From an optimization exercise on the open Yosys and OpenROAD flow, aimed at small area, a short achievable clock period and few clock cycles; shortcuts taken in it are not production practice.
At most, simulation tests tie the RTL to the original design; equivalence was not proved.

==> inputs of run Z <==
==> flow/design.v <==
`timescale 1ns / 1ps
module GCD(
    input         clk,
    input         rst,         
    input         start,       
    input  [15:0] a_in,
    input  [15:0] b_in,
    output        done,        
    output [15:0] Gcd,
    output [55:0] seg          
    );
    localparam STEPS = 3;      
    reg [16:0] F, G;
    reg [1:0]  D;
    reg [3:0]  K;
    reg        Busy;
    reg        Slow;           
    reg        Low;            
    reg [2:0]  Cnt;            
    reg        DoneReg;
    reg [34:0] Sg;             
    function [39:0] gstep(input [16:0] f, input [16:0] g, input [1:0] d,
                          input [3:0] k);
        reg        sub, swap, odd2;
        reg [15:0] sq;
        reg [17:0] x;
        reg [16:0] fo, go;
        reg [1:0]  dx, dq;
        reg [3:0]  dw;
        reg [1:0]  sh, dec;
        begin
            sub  = !(f[1] ^ g[1]);
            sq   = {g[16], g[16:2]} + ({f[16], f[16:2]} ^ {16{sub}}) + 16'd1;
            swap = d[1];
            odd2 = f[0] && g[0];
            x    = odd2 ? {sq[15], sq, 1'b0}
                 : (f[0] || !g[0]) ? {g[16], g} : {f[16], f};
            sh   = (!f[0] || x[1]) ? 2'd1 : x[2] ? 2'd2 : 2'd3;
            go   = (sh == 2'd1) ? x[17:1]
                 : (sh == 2'd2) ? {x[17], x[17:2]} : {{2{x[17]}}, x[17:3]};
            fo   = !f[0] ? (g[0] ? g : {f[16], f[16:1]})
                         : (odd2 && swap) ? g : f;
            dx   = ((!f[0] && g[0]) || (odd2 && swap)) ? ~d : d;
            dec  = !f[0] ? 2'd0 : (odd2 && swap) ? sh - 2'd1 : sh;
            dw   = {{2{dx[1]}}, dx} - {2'd0, dec};
            dq   = (dw[3] && dw[2:1] != 2'b11) ? 2'b10 : dw[1:0];
            gstep = {fo, go, dq, k + {3'd0, !f[0] && !g[0]}};
        end
    endfunction
    reg [16:0] fn, gn, fp, gp;
    reg [1:0]  dn;
    reg [3:0]  kn, kp;
    integer s;
    always @* begin
        fn = F; gn = G; dn = D; kn = K;
        fp = F; gp = G; kp = K;
        for (s = 0; s < STEPS; s = s + 1) begin
            if (s == STEPS - 1) begin fp = fn; gp = gn; kp = kn; end
            {fn, gn, dn, kn} = gstep(fn, gn, dn, kn);
        end
    end
    wire        TermP = (gp == 17'd0) && (fp[0] || fp == 17'd0);
    wire [16:0] Absf  = {fp[16:1] ^ {16{fp[16]}}, fp[0]};
    wire        Big16 = |Absf[15:12];
    wire        Big   = |Absf[15:8];
    wire        Fast  = !Big && (kp == 4'd0);
    function [3:0] add3(input [3:0] x);
        case (x)
            4'd5: add3 = 4'd8;
            4'd6: add3 = 4'd9;
            4'd7: add3 = 4'd10;
            4'd8: add3 = 4'd11;
            4'd9: add3 = 4'd12;
            default: add3 = x;
        endcase
    endfunction
    function [9:0] bcd8(input [7:0] v);
        reg [11:0] r;
        integer i;
        begin
            r = 12'd0;
            for (i = 7; i >= 0; i = i - 1) begin
                r[3:0] = add3(r[3:0]);
                r[7:4] = add3(r[7:4]);
                r = {r[10:0], v[i]};
            end
            bcd8 = r[9:0];
        end
    endfunction
    function [18:0] dabble(input [18:0] d, input bit_in);
        dabble = {d[17:16],
                  add3(d[15:12]), add3(d[11:8]), add3(d[7:4]), add3(d[3:0]),
                  bit_in};
    endfunction
    wire [7:0] V8 = Big16 ? Absf[15:8] : Big ? Absf[11:4] : Absf[7:0];
    wire [9:0] B8 = bcd8(V8);
    function [4:0] zflags(input [18:0] d);
        reg z4, z3, z2, z1, z0;
        begin
            z4 = (d[18:16] == 3'd0);
            z3 = z4 && (d[15:12] == 4'd0);
            z2 = z3 && (d[11:8] == 4'd0);
            z1 = z2 && (d[7:4] == 4'd0);
            z0 = z1 && (d[3:0] == 4'd0);
            zflags = {z4, z3, z2, z1, z0};
        end
    endfunction
    function [6:0] seg7(input blank, input [3:0] x);
        reg a, b, c, d, e, f, g;
        begin
            a = (!x[3] && !x[2] && !x[1] && x[0]) || (x[2] && !x[1] && !x[0]);
            b = x[2] && (x[1] ^ x[0]);
            c = !x[2] && x[1] && !x[0];
            d = a || (x[2] && x[1] && x[0]);
            e = x[0] || (x[2] && !x[1]);
            f = (!x[3] && !x[2] && (x[1] || x[0])) || (x[2] && x[1] && x[0]);
            g = (!x[3] && !x[2] && !x[1]) || (x[2] && x[1] && x[0]);
            seg7 = {g, f, e, d, c, b, a} | {7{blank}};
        end
    endfunction
    function [3:0] unseg7(input [6:0] s);
        reg a, b, c, d, e, f, g;
        begin
            {g, f, e, d, c, b, a} = s;
            unseg7 = {!a && !b && !c && !d && !f && !g,
                      (b && !c) || (a && !f) || (g && f && !a),
                      (f && !(g && a)) || (b && !e),
                      e && !c && !(a && !f)};
        end
    endfunction
    function [34:0] segs(input [18:0] d, input [4:0] z);
        segs = {seg7(z[4], {1'b0, d[18:16]}), seg7(z[3], d[15:12]),
                seg7(z[2], d[11:8]), seg7(z[1], d[7:4]), seg7(z[0], d[3:0])};
    endfunction
    wire [3:0]  Dg4 = unseg7(Sg[34:28]);
    wire [18:0] Dg  = {Dg4[2:0], unseg7(Sg[27:21]), unseg7(Sg[20:14]),
                       unseg7(Sg[13:7]), unseg7(Sg[6:0])};
    assign seg  = {7'h7F, 7'h7F, 7'h7F, Sg};
    assign Gcd  = F[15:0];
    assign done = DoneReg;
    wire Conv = Busy && !Slow && TermP;
    wire [18:0] DgNext = dabble(Dg, Low ? F[Cnt] : 1'b0);
    always @(posedge clk) begin
        G <= Busy ? gn : {1'b0, b_in};
        D <= Busy ? dn : 2'd0;
        if (!Busy) begin
            F <= {1'b0, a_in};
            K <= 4'd0;
        end else if (Slow) begin
            if (!Low) begin
                F <= {F[15:0], 1'b0};
                K <= K - 4'd1;
            end
        end else begin
            F <= Conv ? Absf : fn;
            K <= kn;
        end
        Sg <= segs(Slow ? DgNext : {9'd0, B8},
                   Slow ? zflags(DgNext)
                        : {2'b11, V8 < 8'd100, V8 < 8'd10, V8 == 8'd0});
        if (Slow) Cnt <= Cnt - 3'd1;
        else      Cnt <= {Big16, 2'b11};
        if (rst) begin
            Busy    <= 1'b0;
            Slow    <= 1'b0;
            DoneReg <= 1'b0;
        end else begin
            DoneReg <= 1'b0;
            if (start) begin
                Busy <= 1'b1;
            end else if (Slow) begin
                if (Low) begin
                    if (Cnt == 3'd0) begin
                        Low <= 1'b0;
                        if (K == 4'd0) begin
                            Slow    <= 1'b0;
                            Busy    <= 1'b0;
                            DoneReg <= 1'b1;
                        end
                    end
                end else if (K == 4'd1) begin
                    Slow    <= 1'b0;
                    Busy    <= 1'b0;
                    DoneReg <= 1'b1;
                end
            end else if (Conv) begin
                if (Fast) begin
                    Busy    <= 1'b0;
                    DoneReg <= 1'b1;
                end else begin
                    Slow <= 1'b1;
                    Low  <= Big;
                end
            end
        end
    end
endmodule
==> flow/run.sh <==
#!/bin/bash
# synth_recipe.tcl (not shown) runs the flow's synth.tcl, then flattens the netlist and writes it again
# the make line also repeats each setting of config.mk as NAME=value (left out here)
make -C /OpenROAD-flow-scripts/flow DESIGN_CONFIG=/design/flow/config.mk WORK_HOME=/design/flow/orfs CLKGATE_MAP_FILE= SYNTH_SCRIPT=/design/flow/synth_recipe.tcl finish
==> flow/config.mk <==
export PLATFORM = sky130hd
export DESIGN_NAME = GCD
export DESIGN_NICKNAME = GCD
export VERILOG_FILES = /design/flow/design.v
export SDC_FILE = /design/flow/constraint.sdc
export NUM_CORES = 4
export LEC_CHECK = 0
export ABC_AREA = 1
export CAP_MARGIN = 20
export CORE_MARGIN = 2
export CORE_UTILIZATION = 40
export CTS_BUF_LIST = sky130_fd_sc_hd__clkbuf_8
export SLEW_MARGIN = 20
==> flow/constraint.sdc <==
create_clock -name core_clock -period 38.0 [get_ports {clk}]
set_input_delay 7.6000 -clock core_clock [delete_from_list [all_inputs] [get_ports {clk}]]
set_output_delay 7.6000 -clock core_clock [all_outputs]
set_load 0.01 [all_outputs]
==> inputs of run D, as changes to run Z <==
==> flow/design.v, changed modules only <==
module GCD(
    input         clk,
    input         rst,         
    input         start,       
    input  [15:0] a_in,
    input  [15:0] b_in,
    output        done,        
    output [15:0] Gcd,
    output [55:0] seg          
    );
    localparam STEPS = 3;      
    reg [16:0] F, G;
    reg [4:0]  D;
    reg [3:0]  K;
    reg        Busy;
    reg        Slow;           
    reg        Low;            
    reg [2:0]  Cnt;            
    reg        DoneReg;
    reg [18:0] Dg;             
    function [42:0] gstep(input [16:0] f, input [16:0] g, input [4:0] d,
                          input [3:0] k);
        reg        sub, swap, odd2;
        reg [15:0] sq;
        reg [17:0] x;
        reg [16:0] fo, go;
        reg [4:0]  dx;
        reg [1:0]  sh, dec;
        begin
            sub  = !(f[1] ^ g[1]);
            sq   = {g[16], g[16:2]} + ({f[16], f[16:2]} ^ {16{sub}}) + 16'd1;
            swap = d[4];
            odd2 = f[0] && g[0];
            x    = odd2 ? {sq[15], sq, 1'b0}
                 : (f[0] || !g[0]) ? {g[16], g} : {f[16], f};
            sh   = (!f[0] || x[1]) ? 2'd1 : x[2] ? 2'd2 : 2'd3;
            go   = (sh == 2'd1) ? x[17:1]
                 : (sh == 2'd2) ? {x[17], x[17:2]} : {{2{x[17]}}, x[17:3]};
            fo   = !f[0] ? (g[0] ? g : {f[16], f[16:1]})
                         : (odd2 && swap) ? g : f;
            dx   = ((!f[0] && g[0]) || (odd2 && swap)) ? ~d : d;
            dec  = !f[0] ? 2'd0 : (odd2 && swap) ? sh - 2'd1 : sh;
            gstep = {fo, go, dx - {3'd0, dec}, k + {3'd0, !f[0] && !g[0]}};
        end
    endfunction
    reg [16:0] fn, gn, fp, gp;
    reg [4:0]  dn;
    reg [3:0]  kn, kp;
    integer s;
    always @* begin
        fn = F; gn = G; dn = D; kn = K;
        fp = F; gp = G; kp = K;
        for (s = 0; s < STEPS; s = s + 1) begin
            if (s == STEPS - 1) begin fp = fn; gp = gn; kp = kn; end
            {fn, gn, dn, kn} = gstep(fn, gn, dn, kn);
        end
    end
    wire        TermP = (gp == 17'd0) && (fp[0] || fp == 17'd0);
    wire [16:0] Absf  = {fp[16:1] ^ {16{fp[16]}}, fp[0]};
    wire        Big   = |Absf[15:8];
    wire        Fast  = !Big && (kp == 4'd0);
    function [3:0] add3(input [3:0] x);
        case (x)
            4'd5: add3 = 4'd8;
            4'd6: add3 = 4'd9;
            4'd7: add3 = 4'd10;
            4'd8: add3 = 4'd11;
            4'd9: add3 = 4'd12;
            default: add3 = x;
        endcase
    endfunction
    function [9:0] bcd8(input [7:0] v);
        reg [11:0] r;
        integer i;
        begin
            r = 12'd0;
            for (i = 7; i >= 0; i = i - 1) begin
                r[3:0] = add3(r[3:0]);
                r[7:4] = add3(r[7:4]);
                r = {r[10:0], v[i]};
            end
            bcd8 = r[9:0];
        end
    endfunction
    function [18:0] dabble(input [18:0] d, input bit_in);
        dabble = {d[17:16],
                  add3(d[15:12]), add3(d[11:8]), add3(d[7:4]), add3(d[3:0]),
                  bit_in};
    endfunction
    wire [9:0] B8 = bcd8(Big ? Absf[15:8] : Absf[7:0]);
    function [4:0] zflags(input [18:0] d);
        reg z4, z3, z2, z1, z0;
        begin
            z4 = (d[18:16] == 3'd0);
            z3 = z4 && (d[15:12] == 4'd0);
            z2 = z3 && (d[11:8] == 4'd0);
            z1 = z2 && (d[7:4] == 4'd0);
            z0 = z1 && (d[3:0] == 4'd0);
            zflags = {z4, z3, z2, z1, z0};
        end
    endfunction
    function [6:0] seg7(input blank, input [3:0] x);
        reg a, b, c, d, e, f, g;
        begin
            a = (!x[3] && !x[2] && !x[1] && x[0]) || (x[2] && !x[1] && !x[0]);
            b = x[2] && (x[1] ^ x[0]);
            c = !x[2] && x[1] && !x[0];
            d = a || (x[2] && x[1] && x[0]);
            e = x[0] || (x[2] && !x[1]);
            f = (!x[3] && !x[2] && (x[1] || x[0])) || (x[2] && x[1] && x[0]);
            g = (!x[3] && !x[2] && !x[1]) || (x[2] && x[1] && x[0]);
            seg7 = {g, f, e, d, c, b, a} | {7{blank}};
        end
    endfunction
    reg [4:0] Zr;              
    assign seg  = {7'h7F, 7'h7F, 7'h7F,
                   seg7(Zr[4], {1'b0, Dg[18:16]}),
                   seg7(Zr[3], Dg[15:12]), seg7(Zr[2], Dg[11:8]),
                   seg7(Zr[1], Dg[7:4]), seg7(Zr[0], Dg[3:0])};
    assign Gcd  = F[15:0];
    assign done = DoneReg;
    wire Conv = Busy && !Slow && TermP;
    wire [18:0] DgNext = dabble(Dg, Low ? F[Cnt] : 1'b0);
    always @(posedge clk) begin
        if (!Busy) begin
            F <= {1'b0, a_in};
            G <= {1'b0, b_in};
            D <= 5'd0;
            K <= 4'd0;
        end else if (Slow) begin
            if (!Low) begin
                F <= {F[15:0], 1'b0};
                K <= K - 4'd1;
            end
        end else begin
            F <= Conv ? Absf : fn;
            G <= gn;
            D <= dn;
            K <= kn;
        end
        if (Slow) begin
            Dg <= DgNext;
            Zr <= zflags(DgNext);
        end else begin
            Dg <= {9'd0, B8};
            Zr <= {2'b11, Absf[7:0] < 8'd100, Absf[7:0] < 8'd10,
                   Absf[7:0] == 8'd0};
        end
        if (Slow) Cnt <= Cnt - 3'd1;
        else      Cnt <= 3'd7;
        if (rst) begin
            Busy    <= 1'b0;
            Slow    <= 1'b0;
            DoneReg <= 1'b0;
        end else begin
            DoneReg <= 1'b0;
            if (start) begin
                Busy <= 1'b1;
            end else if (Slow) begin
                if (Low) begin
                    if (Cnt == 3'd0) begin
                        Low <= 1'b0;
                        if (K == 4'd0) begin
                            Slow    <= 1'b0;
                            Busy    <= 1'b0;
                            DoneReg <= 1'b1;
                        end
                    end
                end else if (K == 4'd1) begin
                    Slow    <= 1'b0;
                    Busy    <= 1'b0;
                    DoneReg <= 1'b1;
                end
            end else if (Conv) begin
                if (Fast) begin
                    Busy    <= 1'b0;
                    DoneReg <= 1'b1;
                end else begin
                    Slow <= 1'b1;
                    Low  <= Big;
                end
            end
        end
    end
endmodule
- CORE_UTILIZATION: 40 -> 65
- PLACE_DENSITY: not set -> 0.8
==> inputs of run G, as changes to run Z <==
==> flow/design.v, changed modules only <==
module GCD(
    input         clk,
    input         rst,         
    input         start,       
    input  [15:0] a_in,
    input  [15:0] b_in,
    output        done,        
    output [15:0] Gcd,
    output [55:0] seg          
    );
    localparam STEPS = 3;      
    reg [16:0] F, G;
    reg [5:0]  D;
    reg [3:0]  K;
    reg        Busy;
    reg        Slow;           
    reg        Low;            
    reg [2:0]  Cnt;            
    reg        DoneReg;
    reg [18:0] Dg;             
    function [43:0] gstep(input [16:0] f, input [16:0] g, input [5:0] d,
                          input [3:0] k);
        reg        sub, swap;
        reg [17:0] sm;
        reg [16:0] fo, go;
        reg [5:0]  dx;
        reg [1:0]  dec;
        begin
            sub  = !(f[1] ^ g[1]);
            sm   = {g[16], g} + ({f[16], f} ^ {18{sub}}) + {17'd0, sub};
            swap = d[5];
            case ({f[0], g[0]})
            2'b00: begin    
                fo = {f[16], f[16:1]};
                go = {g[16], g[16:1]};
            end
            2'b01: begin    
                fo = g;
                go = {f[16], f[16:1]};
            end
            2'b10: begin    
                fo = f;
                go = g[1] ? {g[16], g[16:1]} : {{2{g[16]}}, g[16:2]};
            end
            default: begin
                fo = swap ? g : f;
                go = sm[2] ? {sm[17], sm[17:2]} : {{2{sm[17]}}, sm[17:3]};
            end
            endcase
            dx  = ((!f[0] && g[0]) || (f[0] && g[0] && swap)) ? ~d : d;
            dec = !f[0] ? 2'd0
                : !g[0] ? (g[1] ? 2'd1 : 2'd2)
                : swap  ? (sm[2] ? 2'd0 : 2'd1)
                :         (sm[2] ? 2'd1 : 2'd2);
            gstep = {fo, go, dx - {4'd0, dec}, k + {3'd0, !f[0] && !g[0]}};
        end
    endfunction
    reg [16:0] fn, gn, fp, gp;
    reg [5:0]  dn;
    reg [3:0]  kn, kp;
    integer s;
    always @* begin
        fn = F; gn = G; dn = D; kn = K;
        fp = F; gp = G; kp = K;
        for (s = 0; s < STEPS; s = s + 1) begin
            if (s == STEPS - 1) begin fp = fn; gp = gn; kp = kn; end
            {fn, gn, dn, kn} = gstep(fn, gn, dn, kn);
        end
    end
    wire        TermP = (gp == 17'd0) && (fp[0] || fp == 17'd0);
    wire [16:0] Absf  = {fp[16:1] ^ {16{fp[16]}}, fp[0]};
    wire        Big   = |Absf[15:8];
    wire        Fast  = !Big && (kp == 4'd0);
    function [3:0] add3(input [3:0] x);
        case (x)
            4'd5: add3 = 4'd8;
            4'd6: add3 = 4'd9;
            4'd7: add3 = 4'd10;
            4'd8: add3 = 4'd11;
            4'd9: add3 = 4'd12;
            default: add3 = x;
        endcase
    endfunction
    function [9:0] bcd8(input [7:0] v);
        reg [11:0] r;
        integer i;
        begin
            r = 12'd0;
            for (i = 7; i >= 0; i = i - 1) begin
                r[3:0] = add3(r[3:0]);
                r[7:4] = add3(r[7:4]);
                r = {r[10:0], v[i]};
            end
            bcd8 = r[9:0];
        end
    endfunction
    function [18:0] dabble(input [18:0] d, input bit_in);
        dabble = {d[17:16],
                  add3(d[15:12]), add3(d[11:8]), add3(d[7:4]), add3(d[3:0]),
                  bit_in};
    endfunction
    wire [9:0] B8 = bcd8(Big ? Absf[15:8] : Absf[7:0]);
    function [4:0] zflags(input [18:0] d);
        reg z4, z3, z2, z1, z0;
        begin
            z4 = (d[18:16] == 3'd0);
            z3 = z4 && (d[15:12] == 4'd0);
            z2 = z3 && (d[11:8] == 4'd0);
            z1 = z2 && (d[7:4] == 4'd0);
            z0 = z1 && (d[3:0] == 4'd0);
            zflags = {z4, z3, z2, z1, z0};
        end
    endfunction
    function [6:0] seg7(input blank, input [3:0] x);
        reg a, b, c, d, e, f, g;
        begin
            a = (!x[3] && !x[2] && !x[1] && x[0]) || (x[2] && !x[1] && !x[0]);
            b = x[2] && (x[1] ^ x[0]);
            c = !x[2] && x[1] && !x[0];
            d = a || (x[2] && x[1] && x[0]);
            e = x[0] || (x[2] && !x[1]);
            f = (!x[3] && !x[2] && (x[1] || x[0])) || (x[2] && x[1] && x[0]);
            g = (!x[3] && !x[2] && !x[1]) || (x[2] && x[1] && x[0]);
            seg7 = {g, f, e, d, c, b, a} | {7{blank}};
        end
    endfunction
    reg [4:0] Zr;              
    assign seg  = {7'h7F, 7'h7F, 7'h7F,
                   seg7(Zr[4], {1'b0, Dg[18:16]}),
                   seg7(Zr[3], Dg[15:12]), seg7(Zr[2], Dg[11:8]),
                   seg7(Zr[1], Dg[7:4]), seg7(Zr[0], Dg[3:0])};
    assign Gcd  = F[15:0];
    assign done = DoneReg;
    wire Conv = Busy && !Slow && TermP;
    wire [18:0] DgNext = dabble(Dg, Low ? F[Cnt] : 1'b0);
    always @(posedge clk) begin
        if (start) begin
            F <= {1'b0, a_in};
            G <= {1'b0, b_in};
            D <= 6'd0;
            K <= 4'd0;
        end else if (Slow) begin
            if (!Low) begin
                F <= {F[15:0], 1'b0};
                K <= K - 4'd1;
            end
        end else begin
            F <= Conv ? Absf : fn;
            G <= gn;
            D <= dn;
            K <= kn;
        end
        if (Slow) begin
            Dg <= DgNext;
            Zr <= zflags(DgNext);
        end else begin
            Dg <= {9'd0, B8};
            Zr <= {2'b11, Absf[7:0] < 8'd100, Absf[7:0] < 8'd10,
                   Absf[7:0] == 8'd0};
        end
        if (Slow) Cnt <= Cnt - 3'd1;
        else      Cnt <= 3'd7;
        if (rst) begin
            Busy    <= 1'b0;
            Slow    <= 1'b0;
            DoneReg <= 1'b0;
        end else begin
            DoneReg <= 1'b0;
            if (start) begin
                Busy <= 1'b1;
            end else if (Slow) begin
                if (Low) begin
                    if (Cnt == 3'd0) begin
                        Low <= 1'b0;
                        if (K == 4'd0) begin
                            Slow    <= 1'b0;
                            Busy    <= 1'b0;
                            DoneReg <= 1'b1;
                        end
                    end
                end else if (K == 4'd1) begin
                    Slow    <= 1'b0;
                    Busy    <= 1'b0;
                    DoneReg <= 1'b1;
                end
            end else if (Conv) begin
                if (Fast) begin
                    Busy    <= 1'b0;
                    DoneReg <= 1'b1;
                end else begin
                    Slow <= 1'b1;
                    Low  <= Big;
                end
            end
        end
    end
endmodule
- CTS_BUF_LIST: sky130_fd_sc_hd__clkbuf_8 -> not set
==> impl_metrics.tcl <==
set metrics [dict create \
    rows 48 \
    post-dp-hpwl_mm 29.2 \
    comb.multi_input.count 1372 \
    synth_edf_count 33 \
    outcome "timing/DRC/antenna clean" \
]
[end of results for run D]
==> impl_metrics.tcl <==
set metrics [dict create \
    outcome "timing/DRC/antenna clean" \
    setup_tns_ns 0 \
    comb.multi_input.count 1747 \
    grtUsageMet1_pct 40.4 \
    post-dp-hpwl_mm 41.3 \
    hold_violations 0 \
    synth_edf_count 33 \
    seq_area_share_pct 12.4 \
    rows 67 \
]
[end of results for run G]
==> impl_metrics.tcl <==
set metrics [dict create \
    post-dp-hpwl_mm 32.0 \
    hold_ws_ns 0.493 \
    synth_edf_count 17 \
    clock_latency_ns 0.40 \
    rows 61 \
    outcome "timing/DRC/antenna clean" \
]
[end of results for run Z]
Testbench counts of run D, summed over its fixed seeds: cycles 20,374.
No functional check of the RTL was part of run Z and run G.

afterwards: timing with drivers on the ports:
No port has a modelled driver above. Below, the same layouts with a new extraction and two added sets of constraints.
Step 1 (the two cells are an assumption about what drives the block):
set clk [get_ports {clk}]
set_driving_cell -lib_cell sky130_fd_sc_hd__clkbuf_16 $clk
set_driving_cell -lib_cell sky130_fd_sc_hd__buf_2 [delete_from_list [all_inputs] $clk]
Step 2 moves the port delays by t, midway between the first and last clock arrival at a register: inputs arrive t later, outputs are due t later. That takes back most of the time a late clock gives input paths.
Three values: no drivers, after step 1, after step 2; two values: the first two.
run | t (ns) | setup slack, ns | cell pins on the clock port's net
run Z | 0.426 | 28.510 / 28.510 / 28.510 | 1
run D | 0.390 | 28.326 / 28.291 / 28.680 | 1
run G | 0.388 | 27.607 / 27.623 / 27.235 | 1
After both steps setup and hold are still met in every run listed. The setup slack of run G, which loses most, moves by +0.016 ns with the drivers and by -0.372 ns with both steps.
